This design comes from an exercise in tuning for small area, a short achievable clock period and few clock cycles per item on the open sky130 flow, not from production work.
Where RTL was checked, it was by simulation tests only, not by an equivalence proof against the original.

## ISR
module ISR(reset,
           value,
           clock,
           result,
           done
);
Size: roughly 120 flip-flops, about 99 I/O pins, ~0.010 mm^2 of cells after synthesis.
export LEC_CHECK = 0
export CAP_MARGIN = 20
export CORE_MARGIN = 2
export CORE_UTILIZATION = 40
export PLACE_DENSITY = 0.6
export SLEW_MARGIN = 20
create_clock -name core_clock -period 10.0 [get_ports {clock}]
standard.sh (not shown) runs the stock make flow with config.mk's settings and CLKGATE_MAP_FILE= SYNTH_SCRIPT=/design/flow/synth_recipe.tcl, a recipe that flattens the netlist after the stock synthesis.
==> flow/flow/run.sh <==
#!/bin/bash
bash standard.sh BUFFER_PORTS_ARGS="-buffer_cell sky130_fd_sc_hd__buf_2" SETUP_SLACK_MARGIN=6.5 ABC_AREA=1 CTS_BUF_LIST="sky130_fd_sc_hd__clkbuf_4 sky130_fd_sc_hd__clkbuf_8" finish > standard.log 2>&1
Change:
--- a/flow/design.v
+++ b/flow/design.v
@@ -6,15 +6,15 @@
 );
   input wire reset;
   input wire [63:0] value;
   input wire clock;
   output wire [31:0] result;
   output wire done;
   reg  [55:0] d;       
-  reg  [30:0] r;       
+  reg  [31:0] r;       
   reg  [31:0] q;       
   reg  [3:0]  cnt;     
   reg         fin;
   wire [7:0] vt = value[63:56];
   reg  [3:0] q0;
   reg  [4:0] r0;
   always @* begin
@@ -273,74 +273,74 @@
       8'd251: begin q0 = 4'd15; r0 = 5'd26; end
       8'd252: begin q0 = 4'd15; r0 = 5'd27; end
       8'd253: begin q0 = 4'd15; r0 = 5'd28; end
       8'd254: begin q0 = 4'd15; r0 = 5'd29; end
       8'd255: begin q0 = 4'd15; r0 = 5'd30; end
     endcase
   end
-  wire [29:0] qs = q[29:0];
-  wire [34:0] x  = {r, d[55:52]};             
+  wire        s  = ~r[31];
+  wire [31:0] qx = {2'b00, q[29:0]} ^ {32{s}};
+  wire [33:0] x  = {r[29:0], d[55:52]};
   wire [33:0] t1;
-  prefix_add #(.W(34), .KIND(3)) u_t1(.a({1'b0, x[34:2]}), .b(~{2'b00, qs, 2'b01}), .ci(1'b1), .y(t1));
-  wire        ge1 = ~t1[33];
-  wire [35:0] t2a;
-  prefix_add #(.W(36), .KIND(3)) u_t2a(.a({1'b0, x}), .b(~{3'b000, qs, 3'b001}), .ci(1'b1), .y(t2a));
-  wire        ge2a = ~t2a[35];
-  wire [35:0] m1 = {~{2'b00, qs}, 4'b1111};
-  wire [35:0] m2 = {~{3'b000, qs}, 3'b000};
-  wire [35:0] xe = {1'b0, x};
-  wire [35:0] cs = xe ^ m1 ^ m2;
-  wire [35:0] cc = (xe & m1) | (xe & m2) | (m1 & m2);
-  wire [35:0] t2b;
-  prefix_add #(.W(36), .KIND(3)) u_t2b(.a(cs), .b({cc[34:0], 1'b0}), .ci(1'b0), .y(t2b));
-  wire        ge2b = ~t2b[35];
-  wire        ge2 = ge1 ? ge2b : ge2a;
-  wire [30:0] r1 = ge1 ? (ge2 ? t2b[30:0] : {t1[28:0], x[1:0]})
-                       : (ge2 ? t2a[30:0] : x[30:0]);
+  prefix_add #(.W(34), .KIND(0)) u_t1(.a({r[31:0], d[55:54]}), .b({qx, 2'b11}), .ci(1'b0), .y(t1));
+  wire        b1 = ~t1[33];
+  wire [33:0] tn;
+  prefix_add #(.W(34), .KIND(0)) u_tn(.a(x), .b({qx[30:0], 3'b111}), .ci(1'b0), .y(tn));
+  wire [33:0] m1 = {qx[29:0], 4'b1111};
+  wire [33:0] m2 = {qx[30:0], 3'b000};
+  wire [33:0] cs = x ^ m1 ^ m2;
+  wire [33:0] cc = (x & m1) | (x & m2) | (m1 & m2);
+  wire [33:0] tf;
+  prefix_add #(.W(34), .KIND(0)) u_tf(.a(cs), .b({cc[32:0], 1'b0}), .ci(1'b0), .y(tf));
+  wire        far = ~(b1 ^ s);
+  wire [33:0] rn = far ? tf : tn;
+  wire        b2 = ~rn[33];
   always @(posedge clock) begin
     if (reset) begin
       d   <= value[55:0];
-      r   <= {26'd0, r0};
+      r   <= {27'd0, r0};
       q   <= {28'd0, q0};
       cnt <= 4'd14;
       fin <= 1'b0;
     end else begin
       d   <= {d[51:0], 4'b0000};
-      r   <= r1;
+      r   <= rn[31:0];
       cnt <= cnt - 4'd1;
       if (!fin) begin
-        q   <= {q[29:0], ge1, ge2};
+        q   <= {q[29:0], b1, b2};
         if (cnt == 4'd1) fin <= 1'b1;
       end
     end
   end
   assign result = q;
   assign done   = fin;
 endmodule
 module prefix_add #(parameter W = 8, parameter KIND = 0)
   (input wire [W-1:0] a, input wire [W-1:0] b, input wire ci,
    output wire [W-1:0] y);
   reg [W-1:0] g, p, pp;
   reg [W-1:0] gn, pn;
   reg [W:0]   c;
   integer i, j, l, s;
+  localparam integer TOP = (W > 32) ? 32 : (W > 16) ? 16 : (W > 8) ? 8 :
+                           (W > 4) ? 4 : (W > 2) ? 2 : 1;
   always @* begin
     for (i = 0; i < W; i = i + 1) begin
       g[i]  = a[i] & b[i];
       pp[i] = a[i] ^ b[i];
       p[i]  = pp[i];
     end
     g[0] = g[0] | (p[0] & ci);
     if (KIND == 0) begin
       for (l = 1; l < W; l = l * 2)
         for (j = 2 * l - 1; j < W; j = j + 2 * l) begin
           g[j] = g[j] | (p[j] & g[j - l]);
           p[j] = p[j] & p[j - l];
         end
-      for (l = l / 2; l >= 1; l = l / 2)
+      for (l = TOP / 2; l >= 1; l = l / 2)
         for (j = 3 * l - 1; j < W; j = j + 2 * l) begin
           g[j] = g[j] | (p[j] & g[j - l]);
           p[j] = p[j] & p[j - l];
         end
     end else if (KIND == 1) begin
       for (l = 1; l < W; l = l * 2) begin
         gn = g; pn = p;
Clock-buffer cell count falls by 2.
First-iteration DRC count falls by 30%.
Final area falls by 1.3%.
Synthesized cell count falls by 8.6%.
Via count falls by 11%.
Routed wire length falls by 16%.
Non-clock buffer count rises by 9.
Setup slack degrades by 190 ps.
Utilization rises by 3.9 points.
No run of this note included a check of the RTL's function; only the layout flow was run.


## oak
ISR, a different RTL version from the one above (not shown whole).
For scale: roughly 1400 cells after synthesis, about 99 I/O pins.
==> module ISR, before the edit <==
module ISR(reset,
           value,
           clock,
           result,
           done
);
  input wire reset;
  input wire [63:0] value;
  input wire clock;
  output wire [31:0] result;
  output wire done;
  reg  [55:0] d;       
  reg  [30:0] r;       
  reg  [31:0] q;       
  reg  [3:0]  cnt;     
  reg         fin;
  wire [7:0] vt = value[63:56];
  reg  [3:0] q0;
  reg  [4:0] r0;
  wire [16:0] ge;
  assign ge[0] = 1'b1;
  assign ge[16] = 1'b0;
  assign ge[1] = vt >= 8'd1;
  assign ge[2] = vt >= 8'd4;
  assign ge[3] = vt >= 8'd9;
  assign ge[4] = vt >= 8'd16;
  assign ge[5] = vt >= 8'd25;
  assign ge[6] = vt >= 8'd36;
  assign ge[7] = vt >= 8'd49;
  assign ge[8] = vt >= 8'd64;
  assign ge[9] = vt >= 8'd81;
  assign ge[10] = vt >= 8'd100;
  assign ge[11] = vt >= 8'd121;
  assign ge[12] = vt >= 8'd144;
  assign ge[13] = vt >= 8'd169;
  assign ge[14] = vt >= 8'd196;
  assign ge[15] = vt >= 8'd225;
  integer kk;
  always @* begin
    q0 = 4'd0;
    r0 = 5'd0;
    for (kk = 1; kk < 16; kk = kk + 1)
      if (ge[kk]) q0 = kk;
    for (kk = 0; kk < 16; kk = kk + 1)
      if (ge[kk] & ~ge[kk + 1]) r0 = r0 | (vt[4:0] - kk * kk);
  end
  wire [29:0] qs = q[29:0];
  wire [34:0] x  = {r, d[55:52]};             
  wire [33:0] t1;
  prefix_add #(.W(34), .KIND(0)) u_t1(.a({1'b0, x[34:2]}), .b(~{2'b00, qs, 2'b01}), .ci(1'b1), .y(t1));
  wire        ge1 = ~t1[33];
  wire [35:0] t2a;
  prefix_add #(.W(36), .KIND(0)) u_t2a(.a({1'b0, x}), .b(~{3'b000, qs, 3'b001}), .ci(1'b1), .y(t2a));
  wire        ge2a = ~t2a[35];
  wire [35:0] m1 = {~{2'b00, qs}, 4'b1111};
  wire [35:0] m2 = {~{3'b000, qs}, 3'b000};
  wire [35:0] xe = {1'b0, x};
  wire [35:0] cs = xe ^ m1 ^ m2;
  wire [35:0] cc = (xe & m1) | (xe & m2) | (m1 & m2);
  wire [35:0] t2b;
  prefix_add #(.W(36), .KIND(0)) u_t2b(.a(cs), .b({cc[34:0], 1'b0}), .ci(1'b0), .y(t2b));
  wire        ge2b = ~t2b[35];
  wire        ge2 = ge1 ? ge2b : ge2a;
  wire [30:0] r1 = ge1 ? (ge2 ? t2b[30:0] : {t1[28:0], x[1:0]})
                       : (ge2 ? t2a[30:0] : x[30:0]);
  always @(posedge clock) begin
    if (reset) begin
      d   <= value[55:0];
      r   <= {26'd0, r0};
      q   <= {28'd0, q0};
      cnt <= 4'd14;
      fin <= 1'b0;
    end else begin
      d   <= {d[51:0], 4'b0000};
      r   <= r1;
      cnt <= cnt - 4'd1;
      if (!fin) begin
        q   <= {q[29:0], ge1, ge2};
        if (cnt == 4'd1) fin <= 1'b1;
      end
    end
  end
  assign result = q;
  assign done   = fin;
endmodule
export LEC_CHECK = 0
export CAP_MARGIN = 20
export CORE_MARGIN = 2
export CORE_UTILIZATION = 40
export PLACE_DENSITY = 0.6
export SLEW_MARGIN = 20
create_clock -name core_clock -period 10.0 [get_ports {clock}]
==> flow/flow/run.sh <==
#!/bin/bash
bash standard.sh BUFFER_PORTS_ARGS="-buffer_cell sky130_fd_sc_hd__buf_1" SETUP_SLACK_MARGIN=6.5 ABC_AREA=1 CTS_BUF_LIST="sky130_fd_sc_hd__clkbuf_4 sky130_fd_sc_hd__clkbuf_8" finish > standard.log 2>&1
oak went all the way through the flow, and no timing, DRC or antenna check failed.
Input-level comparison between pine and oak:
-- flow/design.v --
<<< oak, line 15
  reg  [3:0]  cnt;     
  reg         fin;
  wire [7:0] vt = value[63:56];
  reg  [3:0] q0;
>>> pine, line 15
  reg  [3:0]  cnt;     
  reg         fin;
  reg         lead;    
  wire [7:0] vt = value[63:56];
  reg  [3:0] q0;
<<< oak, line 64
  wire [30:0] r1 = ge1 ? (ge2 ? t2b[30:0] : {t1[28:0], x[1:0]})
                       : (ge2 ? t2a[30:0] : x[30:0]);
  always @(posedge clock) begin
    if (reset) begin
>>> pine, line 65
  wire [30:0] r1 = ge1 ? (ge2 ? t2b[30:0] : {t1[28:0], x[1:0]})
                       : (ge2 ? t2a[30:0] : x[30:0]);
  wire        skip = lead && (d[55:40] == 16'd0) && (cnt > 4'd4);
  wire        skip2 = !skip && lead && (d[55:48] == 8'd0) && (cnt > 4'd2);
  always @(posedge clock) begin
    if (reset) begin
<<< oak, line 71
      cnt <= 4'd14;
      fin <= 1'b0;
    end else begin
      d   <= {d[51:0], 4'b0000};
      r   <= r1;
      cnt <= cnt - 4'd1;
      if (!fin) begin
        q   <= {q[29:0], ge1, ge2};
>>> pine, line 74
      cnt <= 4'd14;
      fin <= 1'b0;
      lead <= (vt == 8'd0);
    end else begin
      d   <= skip ? {d[39:0], 16'd0} : skip2 ? {d[47:0], 8'd0} : {d[51:0], 4'b0000};
      lead <= lead && (d[55:52] == 4'd0);
      r   <= r1;
      cnt <= cnt - (skip ? 4'd4 : skip2 ? 4'd2 : 4'd1);
      if (!fin) begin
        q   <= {q[29:0], ge1, ge2};
==> comparison <==
Of the two values seen for slowest library cell on the worst path, sky130_fd_sc_hd__a211oi_2 was produced by oak and sky130_fd_sc_hd__ha_1 by pine. Between pine and oak, it is pine whose utilization is higher, by 0.83 points. pine vs oak — routed length on met3 dropped by a few percent. Diff oak -> pine: met1 track utilization from global routing saw an increase; fraction of area in clock buffers and inverters now sits lower. From oak to pine the numbers moved as follows: global-route track usage on met3 decreased 1.0 points; design area increased 0.0011 sq mm.
No run of this note included a check of the RTL's function; only the layout flow was run.


branch zinc:
ISR, a different RTL version from the one above (not shown whole).
For scale: about 1,900 cells after synthesis, ~120 flip-flops, roughly 99 I/O pins, ~12,000 um^2 of cells after synthesis.
clock: 10.0 ns
lec_check: 0
cap_margin: 20
core_margin: 2
core_utilization: 40
place_density: 0.6
slew_margin: 20
==> flow/flow/run.sh <==
#!/bin/bash
bash standard.sh BUFFER_PORTS_ARGS="-buffer_cell sky130_fd_sc_hd__buf_2" SETUP_SLACK_MARGIN=6.5 ABC_AREA=1 CTS_BUF_LIST="sky130_fd_sc_hd__clkbuf_4 sky130_fd_sc_hd__clkbuf_8" finish > standard.log 2>&1
Testbench counts of branch zinc, summed over its fixed seeds: cycles 7,200, items 480.
> inputs changed (branch zinc -> branch quartz)
--- a/flow/design.v
+++ b/flow/design.v
@@ -6,18 +6,19 @@
 );
   input wire reset;
   input wire [63:0] value;
   input wire clock;
   output wire [31:0] result;
   output wire done;
   reg  [55:0] d;       
   reg  [30:0] r;       
   reg  [31:0] q;       
+  reg  [31:0] p;       
   reg  [3:0]  cnt;     
   reg         fin;
   wire [7:0] v8 = value[63:56];
   reg  [3:0] q0;
   reg  [4:0] r0;
   always @* begin
     case (v8)
       8'd0: begin q0 = 4'd0; r0 = 5'd0; end
       8'd1: begin q0 = 4'd1; r0 = 5'd0; end
@@ -277,38 +278,38 @@
       8'd255: begin q0 = 4'd15; r0 = 5'd30; end
     endcase
   end
   wire [29:0] qs = q[29:0];
   wire [34:0] x  = {r, d[55:52]};             
   wire [33:0] t1 = {1'b0, x[34:2]} - {2'b00, qs, 2'b01};
   wire        ge1 = ~t1[33];
   wire [35:0] t2a = {1'b0, x} - {3'b000, qs, 3'b001};
   wire        ge2a = ~t2a[35];
-  wire [35:0] m1 = {~{2'b00, qs}, 4'b1111};
-  wire [35:0] m2 = {~{3'b000, qs}, 3'b000};
-  wire [35:0] xe = {1'b0, x};
-  wire [35:0] cs = xe ^ m1 ^ m2;
-  wire [35:0] cc = (xe & m1) | (xe & m2) | (m1 & m2);
-  wire [35:0] t2b = cs + {cc[34:0], 1'b0};
+  wire [35:0] t2b = {1'b0, x} - {1'b0, p, 3'b001};
   wire        ge2b = ~t2b[35];
   wire        ge2 = ge1 ? ge2b : ge2a;
+  wire [29:0] pp = p[29:0] + 30'd1;
+  wire [29:0] pm = p[29:0] - 30'd1;
   wire [30:0] r1 = ge1 ? (ge2 ? t2b[30:0] : {t1[28:0], x[1:0]})
                        : (ge2 ? t2a[30:0] : x[30:0]);
   always @(posedge clock) begin
     if (reset) begin
       d   <= value[55:0];
       r   <= {26'd0, r0};
       q   <= {28'd0, q0};
+      p   <= {26'd0, q0 + q0 + q0 + 6'd1};
       cnt <= 4'd14;
       fin <= 1'b0;
     end else begin
       d   <= {d[51:0], 4'b0000};
       r   <= r1;
+      p   <= ge1 ? (ge2 ? {pp[29:0], 2'b10} : {p[29:0], 2'b11})
+                 : (ge2 ? {p[29:0], 2'b00} : {pm[29:0], 2'b01});
       cnt <= cnt - 4'd1;
       if (!fin) begin
         q   <= {q[29:0], ge1, ge2};
         if (cnt == 4'd1) fin <= 1'b1;
       end
     end
   end
   assign result = q;
   assign done   = fin;
## What came out
- Per the comparison of branch quartz with branch zinc, final setup slack of the worst path saw a decrease, biggest fanout along the worst timing path shrank by 6, sequential cell area share shows an increase of 1.6 points, average detailed-routed wire length per instance dropped about 2.2%.
- Met1 routed wirelength after detailed routing: branch quartz vs branch zinc up 11%
No functional check of the RTL was part of branch quartz.


The RTL this note starts from:
==> flow/design.v <==
module ISR(reset,
           value,
           clock,
           result,
           done
);
  input wire reset;
  input wire [63:0] value;
  input wire clock;
  output wire [31:0] result;
  output wire done;
  reg  [55:0] d;       
  reg  [30:0] r;       
  reg  [31:0] q;       
  reg  [3:0]  cnt;     
  reg         fin;
  wire [7:0] v8 = value[63:56];
  reg  [3:0] q0;
  reg  [4:0] r0;
  integer k;
  always @* begin
    q0 = 4'd0;
    for (k = 3; k >= 0; k = k - 1)
      if ({4'd0, q0 | (4'd1 << k)} * {4'd0, q0 | (4'd1 << k)} <= {1'b0, v8})
        q0 = q0 | (4'd1 << k);
    r0 = v8 - q0 * q0;
  end
  wire [29:0] qs = q[29:0];
  wire [34:0] x  = {r, d[55:52]};             
  wire [33:0] t1 = {1'b0, x[34:2]} - {2'b00, qs, 2'b01};
  wire        ge1 = ~t1[33];
  wire [35:0] t2a = {1'b0, x} - {3'b000, qs, 3'b001};
  wire        ge2a = ~t2a[35];
  wire [35:0] m1 = {~{2'b00, qs}, 4'b1111};
  wire [35:0] m2 = {~{3'b000, qs}, 3'b000};
  wire [35:0] xe = {1'b0, x};
  wire [35:0] cs = xe ^ m1 ^ m2;
  wire [35:0] cc = (xe & m1) | (xe & m2) | (m1 & m2);
  wire [35:0] t2b = cs + {cc[34:0], 1'b0};
  wire        ge2b = ~t2b[35];
  wire        ge2 = ge1 ? ge2b : ge2a;
  wire [30:0] r1 = ge1 ? (ge2 ? t2b[30:0] : {t1[28:0], x[1:0]})
                       : (ge2 ? t2a[30:0] : x[30:0]);
  always @(posedge clock) begin
    if (reset) begin
      d   <= value[55:0];
      r   <= {26'd0, r0};
      q   <= {28'd0, q0};
      cnt <= 4'd14;
      fin <= 1'b0;
    end else begin
      d   <= {d[51:0], 4'b0000};
      r   <= r1;
      cnt <= cnt - 4'd1;
      if (!fin) begin
        q   <= {q[29:0], ge1, ge2};
        if (cnt == 4'd1) fin <= 1'b1;
      end
    end
  end
  assign result = q;
  assign done   = fin;
endmodule
==> flow/config.mk <==
export PLATFORM = sky130hd
export DESIGN_NAME = ISR
export DESIGN_NICKNAME = ISR
export VERILOG_FILES = /design/flow/design.v
export SDC_FILE = /design/flow/constraint.sdc
export NUM_CORES = 4
export LEC_CHECK = 0
export CAP_MARGIN = 20
export CORE_MARGIN = 2
export CORE_UTILIZATION = 40
export PLACE_DENSITY = 0.6
export SLEW_MARGIN = 20
==> flow/constraint.sdc <==
create_clock -name core_clock -period 10.0 [get_ports {clock}]
set_input_delay 2.0000 -clock core_clock [delete_from_list [all_inputs] [get_ports {clock}]]
set_output_delay 2.0000 -clock core_clock [all_outputs]
set_load 0.01 [all_outputs]
run.sh (not shown) runs the stock make flow with config.mk's settings and CLKGATE_MAP_FILE= SYNTH_SCRIPT=/design/flow/synth_recipe.tcl, a recipe that flattens the netlist after the stock synthesis.
Stock flow here: none of the scripts above is used.
The first run went through all stages and came out clean.
Testbench counts at the start, summed over its fixed seeds: cycles 7,200, items 480.
Then changed:
==> flow/design.v (replaced) <==
module ISR(reset,
           value,
           clock,
           result,
           done
);
  input wire reset;
  input wire [63:0] value;
  input wire clock;
  output wire [31:0] result;
  output wire done;
  reg  [55:0] d;       
  reg  [31:0] r;       
  reg  [31:0] q;       
  reg  [4:0]  cnt;     
  reg         fin;
  wire [7:0] v8 = value[63:56];
  reg  [3:0] q0;
  reg  [4:0] r0;
  integer k;
  always @* begin
    q0 = 4'd0;
    for (k = 3; k >= 0; k = k - 1)
      if ({4'd0, q0 | (4'd1 << k)} * {4'd0, q0 | (4'd1 << k)} <= {1'b0, v8})
        q0 = q0 | (4'd1 << k);
    r0 = v8 - q0 * q0;
  end
  wire [33:0] rp = {r, d[55:54]};
  wire [33:0] sb = {q, 2'b01};
  wire [34:0] t  = {1'b0, rp} - {1'b0, sb};
  wire        ge = ~t[34];
  always @(posedge clock) begin
    if (reset) begin
      d   <= value[55:0];
      r   <= {27'd0, r0};
      q   <= {28'd0, q0};
      cnt <= 5'd28;
      fin <= 1'b0;
    end else begin
      d   <= {d[53:0], 2'b00};
      r   <= ge ? t[31:0] : rp[31:0];
      cnt <= cnt - 5'd1;
      if (!fin) begin
        q   <= {q[30:0], ge};
        if (cnt == 5'd1) fin <= 1'b1;
      end
    end
  end
  assign result = q;
  assign done   = fin;
endmodule
Outcome:
- The new run completed without violations
- wire length decreases by 47%
- setup slack gets worse by 0.028 ns
- via count decreases by 40%
- critical path depth increases by 1
Testbench counts after the change, summed over its fixed seeds: cycles 13,920, items 480.

separate check: timing with driven ports:
In the flow no input, the clock included, has a driving cell. The finished layouts below were timed again as built, in two steps.
Step 1, drivers: a clkbuf_16 drives clock and a buf_2 each remaining input, both assumed.
Step 2 moves the port delays by t, midway between the first and last clock arrival at a register: inputs arrive t later, outputs are due t later. That takes back most of the time a late clock gives input paths.
Slacks: no drivers / after step 1 / after step 2; pairs: no drivers / after step 1.
run | shift t [ns] | setup WS [ns] | slew at the worst register clock pin (ns)
the first run of note 1 | 0.495 | 6.630 / 6.619 / 6.156 | 0.09 / 0.09
the second run of note 1 | 0.494 | 6.436 / 6.436 / 6.044 | 0.10 / 0.10
oak | 0.485 | 6.654 / 6.664 / 6.179 | 0.08 / 0.08
pine | 0.508 | 6.580 / 6.598 / 6.091 | 0.10 / 0.10
branch zinc | 0.472 | 6.588 / 6.586 / 6.180 | 0.09 / 0.09
branch quartz | 0.540 | 6.503 / 6.490 / 5.950 | 0.11 / 0.11
the first run of note 4 | 0.470 | 1.759 / 1.786 / 1.316 | 0.07 / 0.07
the second run of note 4 | 0.456 | 1.730 / 1.745 / 1.289 | 0.06 / 0.06
After both steps setup and hold are still met in every run listed. For branch quartz, which loses most, drivers alone change the setup slack by -0.013 ns; drivers and shift together by -0.553 ns.
